This is an optimization exercise on Yosys and OpenROAD, whose aim is small area, not a production implementation.
Function was checked by simulation only, so behaviour that the tests miss may differ from the original.
Power figures rest on the tool's default switching activity, not on a simulated workload.

== run A ==
// risc_v
module risc_v
(
 input   wire                        CLK,
 input   wire                        RST,
 output  wire     [31:0]             PC,
 input   wire     [31:0]             Instr,
 output  wire                        MemWrite,
 output  wire     [31:0]             DataAdr,
 output  wire     [31:0]             WriteData,
 input   wire     [31:0]             ReadData
);
export LEC_CHECK = 0
export CAP_MARGIN = 20
export CORE_MARGIN = 2
export CORE_UTILIZATION = 30
export SLEW_MARGIN = 20
create_clock -name core_clock -period 20.0 [get_ports {CLK}]
standard.sh (not shown) runs the stock make flow with config.mk's settings and CLKGATE_MAP_FILE= SYNTH_SCRIPT=/design/flow/synth_recipe.tcl, a recipe that flattens the netlist after the stock synthesis.
==> flow/flow/run.sh <==
#!/bin/bash
# Own flow: the standard layout (standard.sh, synth_recipe.tcl) with
#  - an area-oriented ABC script for the combinational logic (the registers,
#    their names and cells are those of the standard synthesis),
#  - the smallest buffer on the ports,
#  - a clock tree of the buffers below, without dummy loads.
# make's full output goes to standard.log; ORFS keeps each step's log
# under orfs/logs.
set -euo pipefail
here=$(pwd)
rm -rf "$here/scripts"
cp -r "$FLOW_HOME/scripts" "$here/scripts"
cp "$here/flow/abc_area.script" "$here/scripts/abc_speed.script"
export SCRIPTS_DIR="$here/scripts"
export BUFFER_PORTS_ARGS="-buffer_cell sky130_fd_sc_hd__buf_1"
export CTS_ARGS="-sink_clustering_enable -repair_clock_nets -dont_use_dummy_load -buf_list sky130_fd_sc_hd__clkbuf_16 -sink_clustering_size 32 -sink_clustering_max_diameter 50"
bash standard.sh > standard.log 2>&1
==> flow/flow/abc_area.script <==
strash
&get -n
&st
&synch2
&if -K 6
&mfs
&st
&dch -f
&put
amap
topo
Inputs modified between run A and run B:
==> flow/flow/run.sh <==
#!/bin/bash
# Own flow: the standard layout with the smallest buffer on the ports
# and a clock tree built from the buffers below, without dummy loads.
# make's full output goes to standard.log; ORFS keeps each step's log
# under orfs/logs.
set -euo pipefail
export BUFFER_PORTS_ARGS="-buffer_cell sky130_fd_sc_hd__buf_1"
export CTS_ARGS="-sink_clustering_enable -repair_clock_nets -dont_use_dummy_load -buf_list sky130_fd_sc_hd__clkbuf_8 sky130_fd_sc_hd__clkbuf_16 -sink_clustering_size 30 -sink_clustering_max_diameter 70"

bash standard.sh > standard.log 2>&1
removed: flow/flow/abc_area.script
### Flow results
Status(run B) = ERROR, stage = clock tree synthesis (4_1_cts). Diff run A -> run B: multiplexer share of the synthesized area now larger; number of cells in the design after placement now larger; share of synthesized cell area in full adder, half adder and majority cells closely matched the old numbers; post-synthesis instance area went up about 2.5%. Status: count of mapped cells out of synthesis parity (run B, run A).
Input changes introduced in run C (baseline for comparison: run B):
- an added PLACE_DENSITY of 0.85
- a change of CORE_UTILIZATION from 30 to 60
==> flow/flow/run.sh <==
#!/bin/bash
# Own flow: the standard layout (standard.sh, synth_recipe.tcl) with
#  - an area-oriented ABC script for the combinational logic (the registers,
#    their names and cells are those of the standard synthesis),
#  - the smallest buffer on the ports,
#  - a clock tree of the buffers below, without dummy loads.
# make's full output goes to standard.log; ORFS keeps each step's log
# under orfs/logs.
set -euo pipefail
here=$(pwd)
rm -rf "$here/scripts"
cp -r "$FLOW_HOME/scripts" "$here/scripts"
cp "$here/flow/abc_area.script" "$here/scripts/abc_speed.script"
export SCRIPTS_DIR="$here/scripts"
export BUFFER_PORTS_ARGS="-buffer_cell sky130_fd_sc_hd__buf_1"
export CTS_ARGS="-sink_clustering_enable -repair_clock_nets -dont_use_dummy_load -buf_list sky130_fd_sc_hd__buf_4 -sink_clustering_size 13 -sink_clustering_max_diameter 40"
bash standard.sh > standard.log 2>&1
==> flow/flow/abc_area.script (new file) <==
strash
&get -n
&st
&synch2
&if -K 6
&mfs
&st
&dch -f
&put
amap
topo
--- outcome ---
- Run C finished all stages; the layout is clean.
- Synthesized-area fraction occupied by adder cells essentially unchanged between run B and run C.
- | sum of net half-perimeters after detailed placement | higher: run C |
- Of the two values seen for main combinational cell family by area after synthesis, compound AO/OA/AOI/OAI gates was produced by run C and multiplexers by run B.
- Diff run B -> run C: share of flip-flops with an asynchronous set or reset after synthesis roughly the same, post-synthesis cell area down about 2.5%.
- Run C against run B; number of distinct standard cells referenced by the synthesized netlist is down by more than a quarter.
- Higher height of the die goes to run B over run C.
- Run C vs. run B: XOR/XNOR share of the synthesized area went down by 0.17 points.
- From run B to run C the numbers moved as follows: effective utilization at floorplan increased by 30 points relative to the old numbers, placed instance count lost about 20%, number of standard cells after synthesis level, sequential share of the synthesized area moved up.
Relative to run C, the following input files were edited for run D:
- removing PLACE_DENSITY (formerly 0.85)
- changing CORE_UTILIZATION from 60 to 30
==> flow/flow/run.sh <==
#!/bin/bash
# Own flow: the standard layout with smaller port buffers and a
# clock tree without dummy loads.
set -euo pipefail
export BUFFER_PORTS_ARGS="-buffer_cell sky130_fd_sc_hd__buf_1"
export CTS_ARGS="-sink_clustering_enable -repair_clock_nets -dont_use_dummy_load -buf_list sky130_fd_sc_hd__clkbuf_8 -sink_clustering_size 20 -sink_clustering_max_diameter 60"
bash standard.sh > standard.log 2>&1
removed: flow/flow/abc_area.script
### Flow results
Taking run C as the reference, in run D count of vias placed by the detailed router decreased by about 4% relative to the old numbers, power in combinational cells now sits lower, clock latency reported for the late side of the worst-skew pair lower. Run D ended up with reg2out as its kind of critical path; run C ended up with in2reg. Of the two values seen for source of the critical timing path, cnt[2]$_DFF_PN0_ was produced by run D and Instr[5] by run C.

========
Setup of v31:
risc_v, a different RTL version from the one above (not shown whole).
Size in the first run: about 1500 cells after synthesis, ~1100 flip-flops, ~160 I/O pins, roughly 25000 sq um of cells after synthesis.
export LEC_CHECK = 0
export CAP_MARGIN = 20
export CORE_MARGIN = 2
export CORE_UTILIZATION = 60
export PLACE_DENSITY = 0.85
export SLEW_MARGIN = 20
create_clock -name core_clock -period 20.0 [get_ports {CLK}]
==> flow/flow/run.sh <==
#!/bin/bash
# Own flow: the standard layout (standard.sh, synth_recipe.tcl) with
#  - an area-oriented ABC script for the combinational logic (the registers,
#    their names and cells are those of the standard synthesis),
#  - the smallest buffer on the ports,
#  - a clock tree of the buffers below, without dummy loads.
# make's full output goes to standard.log; ORFS keeps each step's log
# under orfs/logs.
set -euo pipefail
here=$(pwd)
rm -rf "$here/scripts"
cp -r "$FLOW_HOME/scripts" "$here/scripts"
cp "$here/flow/abc_area.script" "$here/scripts/abc_speed.script"
export SCRIPTS_DIR="$here/scripts"
export BUFFER_PORTS_ARGS="-buffer_cell sky130_fd_sc_hd__buf_1"
export CTS_ARGS="-sink_clustering_enable -repair_clock_nets -dont_use_dummy_load -buf_list sky130_fd_sc_hd__buf_4 -sink_clustering_size 12 -sink_clustering_max_diameter 45"
bash standard.sh > standard.log 2>&1
==> flow/flow/abc_area.script <==
strash
&get -n
&st
&synch2
&if -K 6
&mfs
&st
&dch -f
&put
amap
topo
Modified inputs, v18 compared to v31
diff --git a/flow/flow/run.sh b/flow/flow/run.sh
--- a/flow/flow/run.sh
+++ b/flow/flow/run.sh
@@ -14,4 +14,4 @@
 export SCRIPTS_DIR="$here/scripts"
 export BUFFER_PORTS_ARGS="-buffer_cell sky130_fd_sc_hd__buf_1"
-export CTS_ARGS="-sink_clustering_enable -repair_clock_nets -dont_use_dummy_load -buf_list sky130_fd_sc_hd__buf_4 -sink_clustering_size 12 -sink_clustering_max_diameter 45"
+export CTS_ARGS="-sink_clustering_enable -repair_clock_nets -dont_use_dummy_load -buf_list sky130_fd_sc_hd__buf_4 -sink_clustering_size 13 -sink_clustering_max_diameter 40"
 bash standard.sh > standard.log 2>&1
Looking at the reports, v18 completed the entire flow and the layout it produced met the timing, design-rule and antenna checks. From v31 to v18 the numbers moved as follows: vertical die dimension stayed essentially flat, die area stayed essentially flat, synthesis-to-layout area growth stayed essentially flat.

-- static timing again, ports no longer ideal --
In the flow no input, the clock included, has a driving cell. The finished layouts below were timed again as built, in two steps.
Step 1 (the two cells are an assumption about what drives the block):
set clk [get_ports {CLK}]
set_driving_cell -lib_cell sky130_fd_sc_hd__clkbuf_16 $clk
set_driving_cell -lib_cell sky130_fd_sc_hd__buf_2 [delete_from_list [all_inputs] $clk]
Step 2 moves the port delays by t, midway between the first and last clock arrival at a register: inputs arrive t later, outputs are due t later. That takes back most of the time a late clock gives input paths.
a / b / c = ideal / step 1 / step 2; a / b = the first two.
run | t, ns | setup slack, ns | cell pins on the clock port's net
run A | 0.642 | 12.060 / 12.077 / 11.435 | 1
run C | 0.696 | 12.817 / 12.833 / 12.138 | 1
run D | 0.677 | 13.004 / 12.951 / 12.750 | 1
v31 | 0.712 | 12.694 / 12.652 / 12.502 | 1
v18 | 0.727 | 12.719 / 12.676 / 12.482 | 1
After both steps every run listed still meets setup and hold. For run C, which loses most, drivers alone change the setup slack by +0.016 ns; drivers and shift together by -0.679 ns.
